Context: an optimization exercise on an open-source flow, tuned for small area. The choices shown serve that exercise and are no tape-out recipe. No functional check of the RTL was part of this run.

$ cat flow/design.v
module serial_interface (
    input         clk,
    input         rst_n,
    input  [3:0]  prog_nibble_in,
    input prog_nibble_in_valid,
    output [11:0] frame_addr,
    output [7:0]  frame_cmd,
    output [31:0] frame_wdata,
    output        frame_valid,
    input         frame_ready
);
    reg [3:0]  nibble_counter;
    reg [11:0] addr_reg;
    reg [7:0]  cmd_reg;
    reg [31:0] wdata_reg;
    reg        valid_reg;
    reg [3:0]  addr_nibbles [2:0];
    reg [3:0]  cmd_nibbles  [1:0];
    reg [3:0]  data_nibbles [7:0];
    integer i;
    always @(posedge clk or negedge rst_n) begin
        if (!rst_n) begin
            nibble_counter <= 4'd0;
            valid_reg <= 1'b0;
            for (i = 0; i < 3; i = i + 1) addr_nibbles[i] <= 4'd0;
            for (i = 0; i < 2; i = i + 1) cmd_nibbles[i] <= 4'd0;
            for (i = 0; i < 8; i = i + 1) data_nibbles[i] <= 4'd0;
        end
        else if (frame_ready || !valid_reg) begin
            if (nibble_counter > 4'd12) begin
                nibble_counter <= 4'd0;
                valid_reg <= 1'b1;
                addr_reg <= {addr_nibbles[2], addr_nibbles[1], addr_nibbles[0]};
                cmd_reg <= {cmd_nibbles[1], cmd_nibbles[0]};
                wdata_reg <= {
                    data_nibbles[7], data_nibbles[6], data_nibbles[5], data_nibbles[4],
                    data_nibbles[3], data_nibbles[2], data_nibbles[1], data_nibbles[0]
                };
            end
            else begin
                if (prog_nibble_in_valid) 
                nibble_counter <= nibble_counter + 4'd1;
                valid_reg <= 1'b0;
                case (nibble_counter)
                    4'd0: addr_nibbles[0] <= prog_nibble_in;
                    4'd1: addr_nibbles[1] <= prog_nibble_in;
                    4'd2: addr_nibbles[2] <= prog_nibble_in;
                    4'd3: cmd_nibbles[0] <= prog_nibble_in;
                    4'd4: cmd_nibbles[1] <= prog_nibble_in;
                    4'd5: data_nibbles[0] <= prog_nibble_in;
                    4'd6: data_nibbles[1] <= prog_nibble_in;
                    4'd7: data_nibbles[2] <= prog_nibble_in;
                    4'd8: data_nibbles[3] <= prog_nibble_in;
                    4'd9: data_nibbles[4] <= prog_nibble_in;
                    4'd10: data_nibbles[5] <= prog_nibble_in;
                    4'd11: data_nibbles[6] <= prog_nibble_in;
                    4'd12: data_nibbles[7] <= prog_nibble_in;
                endcase
            end
        end
    end
    assign frame_addr  = addr_reg;
    assign frame_cmd   = cmd_reg;
    assign frame_wdata = wdata_reg;
    assign frame_valid = valid_reg;
endmodule
module cmd_controller (
    input         clk,
    input         rst_n,
    input         frame_valid,
    input  [11:0] frame_addr,
    input  [7:0]  frame_cmd,
    input  [31:0] frame_wdata,
    output        frame_ready,
    output        cmd_start,
    output        cmd_busy,
    output [31:0] cmd_result,
    output        cmd_result_valid,
    output        cmd_error,
    output [1:0]  cmd_error_type,	
    input         serializer_busy,
    output [11:0] mem_addr,
    output [31:0] mem_wdata,
    input  [31:0] mem_rdata,
    output        mem_wen,
    output        mem_cen
);
    parameter [2:0] STATE_IDLE                  = 3'b000;
    parameter [2:0] STATE_DECODE                = 3'b001;
    parameter [2:0] STATE_EXECUTE               = 3'b010;
    parameter [2:0] STATE_MEM_ACCESS            = 3'b011;
    parameter [2:0] STATE_WAIT                  = 3'b100;
    parameter [2:0] STATE_DONE                  = 3'b101; 
    parameter [2:0] STATE_WAIT_SERIALIZER_DONE1 = 3'b110;
    parameter [2:0] STATE_WAIT_SERIALIZER_DONE2 = 3'b111;
    parameter [1:0] ERR_ADDR_OOR      = 2'b00;   
    parameter [1:0] ERR_DIV_ZERO      = 2'b01;   
    parameter [1:0] ERR_CMP_MISMATCH  = 2'b10;   
    parameter [7:0] CMD_FILL0    = 8'h00;   
    parameter [7:0] CMD_FILL1    = 8'h01;   
    parameter [7:0] CMD_WRITE    = 8'h02;   
    parameter [7:0] CMD_READ     = 8'h03;   
    parameter [7:0] CMD_WRITE_INC= 8'h04;   
    parameter [7:0] CMD_READ_SEQ = 8'h05;   
    parameter [7:0] CMD_INC_ACC  = 8'h06;   
    parameter [7:0] CMD_ADD      = 8'h10;   
    parameter [7:0] CMD_SUB      = 8'h11;   
    parameter [7:0] CMD_MUL      = 8'h12;   
    parameter [7:0] CMD_DIV      = 8'h13;   
    parameter [7:0] CMD_INV      = 8'h14;   
    parameter [7:0] CMD_AND      = 8'h15;   
    parameter [7:0] CMD_OR       = 8'h16;   
    parameter [7:0] CMD_XOR      = 8'h17;   
    parameter ADDR_WIDTH         = 12;      
    parameter DATA_WIDTH         = 32;      
    parameter MAX_MEM_ADDR       = 12'hFFF;  
    parameter ADDR_LIMIT_PLUS   = 12'hFFE;  
    parameter ADDR_LIMIT_MULT   = 12'hFFD;  
    reg [2:0]  state, next_state;
    reg [ADDR_WIDTH-1:0] addr_reg;         
    reg [7:0]            cmd_reg;          
    reg [DATA_WIDTH-1:0] wdata_reg;        
    reg [63:0]           result_reg;       
    reg                  result_valid_reg;  
    reg                  error_reg;         
    reg [1:0]            error_type_reg;   
    reg                  busy_reg;          
    reg [ADDR_WIDTH-1:0] counter;          
    reg [DATA_WIDTH-1:0] divident;         
    reg [ADDR_WIDTH-1:0] mem_addr_reg;     
    reg [DATA_WIDTH-1:0] mem_wdata_reg;    
    reg                  mem_wen_reg;      
    reg                  mem_cen_reg;      
    always @(posedge clk or negedge rst_n) begin
        if (!rst_n) begin
            state <= STATE_IDLE;
            addr_reg <= {ADDR_WIDTH{1'b0}};
            cmd_reg <= 8'd0;
            wdata_reg <= {DATA_WIDTH{1'b0}};
            result_reg <= 64'd0;
            result_valid_reg <= 1'b0;
            error_reg <= 1'b0;
            error_type_reg <= 2'd0;
            busy_reg <= 1'b0;
            counter <= {ADDR_WIDTH{1'b0}};
            mem_addr_reg <= {ADDR_WIDTH{1'b0}};
            mem_wdata_reg <= {DATA_WIDTH{1'b0}};
            mem_wen_reg <= 1'b0;
            mem_cen_reg <= 1'b0;
            divident <= {DATA_WIDTH{1'b0}};
        end
        else begin
            state <= next_state;   
            case (state)
                STATE_IDLE: begin
                    if (frame_valid) begin
                        addr_reg <= frame_addr;
                        cmd_reg <= frame_cmd;
                        wdata_reg <= frame_wdata;
                        busy_reg <= 1'b1;                 
                        result_reg <= 64'd0;              
                        result_valid_reg <= 1'b0;         
                        error_reg <= 1'b0;                
                        divident <= {DATA_WIDTH{1'b0}};   
                        counter <= frame_addr;            
                    end
                end
                STATE_DECODE: begin
                    if (addr_reg >= ADDR_LIMIT_PLUS && 
                       (cmd_reg == CMD_ADD || cmd_reg == CMD_SUB)) begin
                        error_reg <= 1'b1;
                        error_type_reg <= ERR_ADDR_OOR;
                    end
                    else if (addr_reg >= ADDR_LIMIT_MULT && 
                            (cmd_reg == CMD_MUL || cmd_reg == CMD_DIV)) begin
                        error_reg <= 1'b1;
                        error_type_reg <= ERR_ADDR_OOR;
                    end
                end
                STATE_EXECUTE: begin
                    case (cmd_reg)
                        CMD_FILL0: begin   
                            mem_addr_reg <= counter;
                            mem_wdata_reg <= {DATA_WIDTH{1'b0}};
                            mem_wen_reg <= 1'b1;
                            mem_cen_reg <= 1'b1;
                            counter <= counter + 1'b1;
                        end
                        CMD_FILL1: begin   
                            mem_addr_reg <= counter;
                            mem_wdata_reg <= {DATA_WIDTH{1'b1}};
                            mem_wen_reg <= 1'b1;
                            mem_cen_reg <= 1'b1;
                            counter <= counter + 1'b1;
                        end
                        CMD_WRITE: begin   
                            mem_addr_reg <= addr_reg;
                            mem_wdata_reg <= wdata_reg;
                            mem_wen_reg <= 1'b1;
                            mem_cen_reg <= 1'b1;
                        end
                        CMD_READ: begin   
                            mem_addr_reg <= addr_reg;
                            mem_wen_reg <= 1'b0;   
                            mem_cen_reg <= 1'b1;
                        end
                        CMD_WRITE_INC: begin   
                            mem_addr_reg <= counter;
                            mem_wdata_reg <= wdata_reg;
                            mem_wen_reg <= 1'b1;
                            mem_cen_reg <= 1'b1;
                            counter <= counter + 1'b1;
                            wdata_reg <= wdata_reg + 1'b1;   
                        end
                        CMD_READ_SEQ: begin   
                            mem_addr_reg <= counter;
                            mem_wen_reg <= 1'b0;   
                            mem_cen_reg <= 1'b1;
                            counter <= counter + 1'b1;
                        end
                        CMD_INC_ACC: begin   
                            mem_addr_reg <= addr_reg;
                            mem_wen_reg <= 1'b0;   
                            mem_cen_reg <= 1'b1;
                        end
                        CMD_ADD, CMD_SUB, CMD_AND, CMD_OR, CMD_XOR: begin
                            mem_addr_reg <= counter;
                            mem_wen_reg <= 1'b0;   
                            if (counter <= addr_reg + 1) begin
                                mem_cen_reg <= 1'b1;
                            end
                            else begin
                                mem_cen_reg <= 1'b0;
                            end
                            counter <= counter + 1'b1;
                        end
                        CMD_MUL, CMD_DIV: begin
                            mem_addr_reg <= counter;
                            mem_wen_reg <= 1'b0;   
                            mem_cen_reg <= 1'b1;
                            counter <= counter + 1'b1;
                        end
                        CMD_INV: begin   
                            mem_addr_reg <= addr_reg;
                            mem_wen_reg <= 1'b0;   
                            mem_cen_reg <= 1'b1;
                        end
                    endcase
                end
                STATE_MEM_ACCESS: begin
                    mem_wen_reg <= 1'b0;
                    mem_cen_reg <= 1'b0;
                    if ((cmd_reg == CMD_ADD || cmd_reg == CMD_SUB || cmd_reg == CMD_MUL || 
                         cmd_reg == CMD_DIV || cmd_reg == CMD_AND || cmd_reg == CMD_OR ||
                         cmd_reg == CMD_XOR) && counter == addr_reg + 2) begin
                        result_reg <= result_reg + mem_rdata;   
                    end
                end
                STATE_WAIT: begin
                    case (cmd_reg)
                        CMD_READ: begin   
                            result_reg <= {32'd0, mem_rdata};
                            result_valid_reg <= 1'b1;
                        end
                        CMD_READ_SEQ: begin   
                            result_reg <= {32'd0, mem_rdata};
                            result_valid_reg <= 1'b1;
                        end
                        CMD_INC_ACC: begin   
                            result_reg <= {32'd0, mem_rdata + 1'b1};
                            result_valid_reg <= 1'b1;
                            mem_wdata_reg <= mem_rdata + 1'b1;
                            mem_addr_reg <= addr_reg;
                            mem_wen_reg <= 1'b1;
                            mem_cen_reg <= 1'b1;
                        end
                        CMD_ADD: begin   
                            if (counter == addr_reg + 2) begin
                                mem_addr_reg <= addr_reg + 2;
                                mem_wdata_reg <= result_reg[31:0] + mem_rdata;
                                mem_wen_reg <= 1'b1;
                                mem_cen_reg <= 1'b1;
                            end
                        end
                        CMD_SUB: begin   
                            if (counter == addr_reg + 2) begin
                                mem_addr_reg <= addr_reg + 2;
                                mem_wdata_reg <= result_reg[31:0] - mem_rdata;
                                mem_wen_reg <= 1'b1;
                                mem_cen_reg <= 1'b1;
                            end
                        end
                        CMD_MUL: begin   
                            if (counter == addr_reg + 2) begin
                                mem_addr_reg <= addr_reg + 2;
                                mem_wdata_reg <= result_reg[31:0] * mem_rdata;
                                result_reg <= result_reg * mem_rdata;   
                                mem_wen_reg <= 1'b1;
                                mem_cen_reg <= 1'b1;
                            end
                            else if (counter == addr_reg + 3) begin
                                mem_addr_reg <= addr_reg + 3;
                                mem_wdata_reg <= result_reg[63:32];
                                mem_wen_reg <= 1'b1;
                                mem_cen_reg <= 1'b1;
                            end
                        end
                        CMD_DIV: begin   
                            if (counter == addr_reg + 2 && !error_reg) begin
                                if (mem_rdata == {DATA_WIDTH{1'b0}}) begin
                                    error_reg <= 1'b1;
                                    error_type_reg <= ERR_DIV_ZERO;
                                end
                                else begin
                                    mem_addr_reg <= addr_reg + 2;
                                    mem_wdata_reg <= result_reg[31:0] / mem_rdata;
                                    divident <= result_reg[31:0] % mem_rdata;   
                                    mem_wen_reg <= 1'b1;
                                    mem_cen_reg <= 1'b1;
                                end
                            end
                            else if (counter == addr_reg + 3 && !error_reg) begin
                                mem_addr_reg <= addr_reg + 3;
                                mem_wdata_reg <= divident;
                                mem_wen_reg <= 1'b1;
                                mem_cen_reg <= 1'b1;
                            end
                        end
                        CMD_INV: begin   
                            result_reg <= {32'd0, ~mem_rdata};
                            result_valid_reg <= 1'b1;
                            mem_wdata_reg <= ~mem_rdata;
                            mem_addr_reg <= addr_reg;
                            mem_wen_reg <= 1'b1;
                            mem_cen_reg <= 1'b1;
                        end
                        CMD_AND: begin   
                            if (counter == addr_reg + 2) begin
                                mem_addr_reg <= addr_reg + 2;
                                mem_wdata_reg <= result_reg[31:0] & mem_rdata;
                                mem_wen_reg <= 1'b1;
                                mem_cen_reg <= 1'b1;
                            end
                        end
                        CMD_OR: begin   
                            if (counter == addr_reg + 2) begin
                                mem_addr_reg <= addr_reg + 2;
                                mem_wdata_reg <= result_reg[31:0] | mem_rdata;
                                mem_wen_reg <= 1'b1;
                                mem_cen_reg <= 1'b1;
                            end
                        end
                        CMD_XOR: begin   
                            if (counter == addr_reg + 2) begin
                                mem_addr_reg <= addr_reg + 2;
                                mem_wdata_reg <= result_reg[31:0] ^ mem_rdata;
                                mem_wen_reg <= 1'b1;
                                mem_cen_reg <= 1'b1;
                            end
                        end
                    endcase
                end
                STATE_WAIT_SERIALIZER_DONE1: begin
                    result_valid_reg <= 1'b0;   
                end
                STATE_WAIT_SERIALIZER_DONE2: begin
                end
                STATE_DONE: begin
                    result_valid_reg <= 1'b0;   
                    busy_reg <= 1'b0;           
                    mem_wen_reg <= 1'b0;        
                    mem_cen_reg <= 1'b0;        
                end
            endcase
        end
    end
    always @(*) begin
        next_state = state;   
        case (state)
            STATE_IDLE: 
                if (frame_valid) 
                    next_state = STATE_DECODE;
            STATE_DECODE: 
                next_state = STATE_EXECUTE;
            STATE_EXECUTE: 
                if ((cmd_reg == CMD_FILL0 || cmd_reg == CMD_FILL1) && 
                    counter < MAX_MEM_ADDR) 
                    next_state = STATE_EXECUTE;
                else if (cmd_reg == CMD_WRITE_INC && counter < MAX_MEM_ADDR)
                    next_state = STATE_EXECUTE;
                else if ((cmd_reg == CMD_ADD || cmd_reg == CMD_SUB || cmd_reg == CMD_MUL || 
                         cmd_reg == CMD_DIV || cmd_reg == CMD_AND || cmd_reg == CMD_OR || 
                         cmd_reg == CMD_XOR) && counter < addr_reg + 1)
                    next_state = STATE_EXECUTE;
                else
                    next_state = STATE_MEM_ACCESS;
            STATE_MEM_ACCESS: 
                next_state = STATE_WAIT;
            STATE_WAIT: 
                if (cmd_reg == CMD_READ_SEQ && counter <= MAX_MEM_ADDR && counter != 0)
                    next_state = STATE_WAIT_SERIALIZER_DONE1;
                else if ((cmd_reg == CMD_ADD || cmd_reg == CMD_SUB || cmd_reg == CMD_MUL || 
                         cmd_reg == CMD_DIV || cmd_reg == CMD_AND || cmd_reg == CMD_OR || 
                         cmd_reg == CMD_XOR) && counter == addr_reg + 2)
                    next_state = STATE_EXECUTE;
                else if (cmd_reg == CMD_MUL && counter == addr_reg + 3)
                    next_state = STATE_EXECUTE;
                else if (cmd_reg == CMD_DIV && counter == addr_reg + 3 && !error_reg)
                    next_state = STATE_EXECUTE;
                else
                    next_state = STATE_DONE;
            STATE_WAIT_SERIALIZER_DONE1:
                next_state = STATE_WAIT_SERIALIZER_DONE2;
            STATE_WAIT_SERIALIZER_DONE2:
                if (!serializer_busy)
                    next_state = STATE_EXECUTE;
            STATE_DONE: 
                next_state = STATE_IDLE;
            default:
                next_state = STATE_IDLE;
        endcase
    end
    assign frame_ready = (state == STATE_IDLE);       
    assign cmd_start = (state == STATE_DECODE);       
    assign cmd_busy = busy_reg;                       
    assign cmd_result = result_reg[31:0];             
    assign cmd_result_valid = result_valid_reg;       
    assign cmd_error = error_reg;                     
    assign cmd_error_type = error_type_reg;           
    assign mem_addr = mem_addr_reg;
    assign mem_wdata = mem_wdata_reg;
    assign mem_wen = mem_wen_reg;
    assign mem_cen = mem_cen_reg;
endmodule
module output_serializer (
    input         clk,
    input         rst_n,
    input  [31:0] data_in,
    input         data_valid,
    input         cmd_busy,
    output [3:0]  serial_out,
    output        serial_valid,
    output        serializer_busy
);
    reg [2:0]  nibble_counter;
    reg [31:0] data_reg;
    reg        valid_reg;
    reg        busy_reg;
    always @(posedge clk or negedge rst_n) begin
        if (!rst_n) begin
            nibble_counter <= 3'd0;
            data_reg <= 32'd0;
            valid_reg <= 1'b0;
            busy_reg <= 1'b0;
        end
        else begin
            if (data_valid && !busy_reg) begin
                data_reg <= data_in;
                nibble_counter <= 3'd0;
                valid_reg <= 1'b1;
                busy_reg <= 1'b1;
            end
  	    else if (busy_reg ) begin
                if (nibble_counter == 3'd7) begin
                    nibble_counter <= 3'd0;
                    valid_reg <= 1'b0;
                    busy_reg <= 1'b0;
                end
                else begin
                    nibble_counter <= nibble_counter + 3'd1;
                    valid_reg <= 1'b1;
                end
                data_reg <= {4'd0, data_reg[31:4]};
            end
            else begin
                valid_reg <= 1'b0;
            end
        end
    end
    assign serial_out = data_reg[3:0];
    assign serial_valid = valid_reg;
    assign serializer_busy = busy_reg;
endmodule
module done_generator (
    input         clk,
    input         rst_n,
    input         cmd_start,
    input         cmd_busy,
    input         cmd_error,
    input  [1:0]  cmd_error_type,
    output        prog_done
);
    reg done_reg;
    reg [1:0] pulse_counter;
    reg error_pulse;
    always @(posedge clk or negedge rst_n) begin
        if (!rst_n) begin
            done_reg <= 1'b0;
            pulse_counter <= 2'd0;
            error_pulse <= 1'b0;
        end
        else begin
            if (cmd_busy && !cmd_start) begin
                if (cmd_error) begin
                    error_pulse <= 1'b1;
                    pulse_counter <= 2'd2;
                    done_reg <= 1'b1;
                end
                else begin
                    pulse_counter <= 2'd1;
                end
            end
            else if (pulse_counter > 0) begin
                pulse_counter <= pulse_counter - 2'd1;
                if (pulse_counter == 2'd1) begin
                    done_reg <= 1'b1;
                    error_pulse <= 1'b0;
                end
            end
            else begin
                done_reg <= 1'b0;
            end
        end
    end
    assign prog_done = done_reg;
endmodule
`timescale 1ns/1ps
module cpu_top (
    input         clk,
    input         rst_n,
    input  [3:0]  prog_nibble_in,
    input prog_nibble_in_valid,
    output [3:0]  prog_nibble_out,
    output        prog_out_valid,
    output        prog_done,
    output [11:0] mem_addr,
    output [31:0] mem_wdata,
    input  [31:0] mem_rdata,
    output        mem_wen,
    output        mem_cen
);
    wire [11:0] frame_addr;
    wire [7:0]  frame_cmd;
    wire [31:0] frame_wdata;
    wire        frame_valid;
    wire        frame_ready;
    wire        cmd_start;
    wire        cmd_busy;
    wire [31:0] cmd_result;
    wire        cmd_result_valid;
    wire        cmd_error;
    wire [1:0]  cmd_error_type;
    wire        serializer_busy;
    serial_interface u_serial_if (
        .clk            (clk),
        .rst_n          (rst_n),
        .prog_nibble_in (prog_nibble_in),
        .prog_nibble_in_valid (prog_nibble_in_valid),
        .frame_addr     (frame_addr),
        .frame_cmd      (frame_cmd),
        .frame_wdata    (frame_wdata),
        .frame_valid    (frame_valid),
        .frame_ready    (frame_ready)
    );
    cmd_controller u_cmd_ctrl (
        .clk                (clk),
        .rst_n              (rst_n),
        .frame_valid        (frame_valid),
        .frame_addr         (frame_addr),
        .frame_cmd          (frame_cmd),
        .frame_wdata        (frame_wdata),
        .frame_ready        (frame_ready),
        .cmd_start          (cmd_start),
        .cmd_busy           (cmd_busy),
        .cmd_result         (cmd_result),
        .cmd_result_valid   (cmd_result_valid),
        .cmd_error          (cmd_error),
        .cmd_error_type     (cmd_error_type),
	.serializer_busy    (serializer_busy),
        .mem_addr           (mem_addr),
        .mem_wdata          (mem_wdata),
        .mem_rdata          (mem_rdata),
        .mem_wen            (mem_wen),
        .mem_cen            (mem_cen)
    );
    output_serializer u_out_serializer (
        .clk                (clk),
        .rst_n              (rst_n),
        .data_in            (cmd_result),
        .data_valid         (cmd_result_valid),
        .cmd_busy           (cmd_busy),
        .serial_out         (prog_nibble_out),
        .serial_valid       (prog_out_valid),
        .serializer_busy    (serializer_busy)
    );
    done_generator u_done_gen (
        .clk            (clk),
        .rst_n          (rst_n),
        .cmd_start      (cmd_start),
        .cmd_busy       (cmd_busy),
        .cmd_error      (cmd_error),
        .cmd_error_type (cmd_error_type),
        .prog_done      (prog_done)
    );
endmodule
$ cat flow/run.sh
#!/bin/bash
# synth_recipe.tcl (not shown) runs the flow's synth.tcl, then flattens the netlist and writes it again
# the make line also repeats each setting of config.mk as NAME=value (left out here)
make -C /OpenROAD-flow-scripts/flow DESIGN_CONFIG=/design/flow/config.mk WORK_HOME=/design/flow/orfs CLKGATE_MAP_FILE= SYNTH_SCRIPT=/design/flow/synth_recipe.tcl finish
$ cat flow/config.mk
export PLATFORM = sky130hd
export DESIGN_NAME = cpu_top
export DESIGN_NICKNAME = cpu_top
export VERILOG_FILES = /design/flow/design.v
export SDC_FILE = /design/flow/constraint.sdc
export NUM_CORES = 4
export LEC_CHECK = 0
export CAP_MARGIN = 20
export CORE_MARGIN = 2
export CORE_UTILIZATION = 40
export SLEW_MARGIN = 20
$ cat flow/constraint.sdc
create_clock -name core_clock -period 250.0 [get_ports {clk}]
set_input_delay 50.0000 -clock core_clock [delete_from_list [all_inputs] [get_ports {clk}]]
set_output_delay 50.0000 -clock core_clock [all_outputs]
set_load 0.01 [all_outputs]
==> run summary <==
## cell usage after synthesis (all sizes together), types with 79 or more instances
| cell | count | area share (%) |
|---|---|---|
| xnor2 | 426 | 3.7 |
| xor2 | 203 | 1.8 |
| nand3 | 234 | 1.2 |
| ha | 812 | 10 |
| and2 | 144 | 0.90 |
| a211oi | 109 | 0.83 |
| buf | 143 | 0.56 |
| fa | 1371 | 27 |
| nor2b | 86 | 0.54 |
| dfrtp | 308 | 7.7 |
| clkbuf | 555 | 2.1 |
| a21o | 216 | 1.6 |
| mux2 | 115 | 1.3 |
| mux2i | 86 | 0.86 |
| a31oi | 117 | 0.74 |
| nand2b | 79 | 0.49 |
| nor2 | 912 | 3.4 |
| a21oi | 840 | 4.2 |
| nor3 | 221 | 1.1 |
| o211ai | 96 | 0.72 |
| o21a | 123 | 0.92 |
| inv | 1679 | 6.3 |
| nand2 | 2141 | 8.0 |
| o21ai | 663 | 3.3 |
## per-stage QoR
| step | cells | setup slack, ns |
|---|---|---|
| finish | 16000 | 114.81 |
| global route | 15900 | 109.83 |
| CTS | 15900 | 117.12 |
| detailed placement | 15900 | 116.72 |
| global placement | 15900 | 117.82 |
| floorplan | 12900 | 130.65 |
## kinds of logic (layout without fill, tap and decap cells)
logic type | Yosys count | in the layout | share of synthesized area (%)
and+or+nand+nor | 4248 | 4248 | 18.5
AOI/OAI and AO/OA | 2846 | 2846 | 18.1
buffers and inverters | 2400 | 2141 | 9.00
adders and majority gates | 2183 | 2183 | 37.5
xor gates and xnor gates | 629 | 629 | 5.49
DFF | 360 | 360 | 9.24
muxes | 203 | 203 | 2.19
other | 0 | 25 | 0
## how the worst min path moves through the flow
stage          slack, ns                             endpoint  depth (start not counted)
3_5_place_dp        0.43     u_serial_if.cmd_reg[6]$_DFFE_PP_                          0
5_1_grt             0.45    u_serial_if.addr_reg[0]$_DFFE_PP_                          0
3_3_place_gp        0.42   u_serial_if.wdata_reg[1]$_DFFE_PP_                          0
4_1_cts             0.43  u_serial_if.wdata_reg[12]$_DFFE_PP_                          0
6_report            0.42  u_serial_if.wdata_reg[12]$_DFFE_PP_                          0
2_1_floorplan       0.41    u_cmd_ctrl.cmd_reg[0]$_DFFE_PN0P_                          2
## critical path: cells and delay by family
| family | cells | cell delay, ns |
|---|---|---|
| AOI/OAI and AO/OA | 138 | 43.15 |
| adders and majority gates | 31 | 10.17 |
| buffers and inverters | 23 | 5.35 |
| muxes | 3 | 1.34 |
| and+or+nand+nor | 92 | 25.46 |
## cell type report
| cell class | instances | share of cell area (%) |
|---|---|---|
| multi-input cells | 10100 | 77.2 |
| flip-flops and latches | 360 | 8.74 |
| inverters | 1702 | 6.00 |
| well taps | 3330 | 3.91 |
| repair buffers | 355 | 2.65 |
| clock buffers | 59 | 1.17 |
| clock inverters | 25 | 0.267 |
| diodes | 25 | 0.0587 |
## per-layer routing
metal | global-route usage, % | up-vias | share of wire, %
met5 | 0.0751 | - | 0.030
met4 | 20.1 | 20 | 6.8
met3 | 8.57 | 1321 | 11
met2 | 52.7 | 5800 | 42
met1 | 46.8 | 48500 | 40
li1 | - | 42100 | -
==> flow_summary.ini <==
[layout]
area_delta_synth_final_pct = 6.17
fill_cells = 25600
multiInputGateArea_um2 = 82200
final_area_um2 = 106000
mostFrequentLayoutCells = nand2_1, inv_1, fa_1
nets = 14800
final_common_cell = nand2_1
drive_gt1_share_pct = 5.61
largest_reg_flops = 64
final_util_pct = 42.8
regArea_um2 = 9310

[cts]
cts_resized = 0
cts_tree = built
cts_sinks = 360
post-cts-setup-buffer-count = 0
clk_path_buf_depth = 3
cts_hold_buf = 0
htree_levels = 2
numCtsBuffers = 45
clk_latency_ns = 0.69
cts_root_buf = clkbuf_16
clkTransAtPathRegs_ns = 0.06

[timing]
fin_crit_sh_pct = 54.1
tns_ns = 0
fin_crit_ns = 135.19
fmax_mhz = 7.40
setup_viol = 0
clock_skew_ns = 0.0452
hold_viol = 0
tightest_slew_ns = 1.30
maxSlewViolCount = 0
rsz0062_at_grt = false
hold_ws_ns = 0.420
maxSlewHeadroom_pct = 12.2

[die]
core_area_um2 = 249000
start_util_pct = 40.3
fp.dieArea_um2 = 255000
num_io_pins = 91
rows = 183
die_y_um = 505
die_w_um = 505

[yosys]
yosys_warnings = 7
ys_types = 97
yosysSeqAreaShare_pct = 9.24
synth_cells = 12900
synth-seq-cells = 360
synth.cell_area_um2 = 100000
ys.flop_type = dfrtp_1
synth_edf_count = 52
syn_nets = 15100
syn_area_per_cell_um2 = 7.79
synthArstFlopShare_pct = 85.6

[critical_path]
r2r_cells = 281
critPathMostFrequentCell = ha_1
r2r-end = u_cmd_ctrl.divident[27]$_DFFE_PN0P_
startpoint = mem_rdata[28]
path_max_fanout = 35
max_stage_delay_ns = 0.95
endpoint = u_cmd_ctrl.divident[27]$_DFFE_PN0P_
critPathSlowestCell = a31oi_2
startpoint_type = input pin
r2r_start = u_cmd_ctrl.result_reg[31]$_DFFE_PN0P_
ff2ff_setup_slack_ns = 165.92
cp-end-kind = flip-flop
crit_arrival_ns = 135.74
critPathKind = in -> reg
cp.required_ns = 250.55

[routing]
drt_wl_total_um = 460000
vias = 97700
drc = 0
firstDrtPassIters = 10
viasPerCell = 6.12
ant_nets = 0
routedWlPerCell_um = 28.8
drt_iter0_markers = 12100

[global_route]
grtUsageTotal_pct = 35.4
antenna_found_initial = 43
grt_pass1_vias = 94900
grt_max_degree = 126
gr-total-overflow = 0
grt_pass1_wl_um = 666000

[place]
hpwl_um = 352000
gp_congestion = 1.08
port_buffers = 90
place_area_um2 = 105000

[min_path]
hold_class = reg -> reg
hold_start = u_serial_if.data_nibbles[3][0]$_DFFE_PN0P_

[status]
status = complete, no violations

[flow_run]
drv_cap = 0

[static timing again, ports no longer ideal]
Ports are ideal in the flow. The routed layout listed here was re-timed in OpenROAD. Step 1 (the two cells are an assumption about what drives the block):
set clk [get_ports {clk}]
set_driving_cell -lib_cell sky130_fd_sc_hd__clkbuf_16 $clk
set_driving_cell -lib_cell sky130_fd_sc_hd__buf_2 [delete_from_list [all_inputs] $clk]
Step 2 adds t to the input delays and takes it off the output delays; t is the mean of the earliest and latest rising clock arrival at the registers after step 1. Input paths then give back, and output paths get back, about the clock's delay inside the block. Slacks: ideal / step 1 / step 2; pairs: ideal / step 1.
t, ns: 0.738
setup WS [ns]: 114.809 / 114.856 / 114.118
worst setup path at the end: input to register
latest minus earliest clock arrival (ns): 0.045 / 0.046
After both steps setup and hold are still met in this run. For this run, drivers alone change the setup slack by +0.047 ns; drivers and shift together by -0.691 ns.
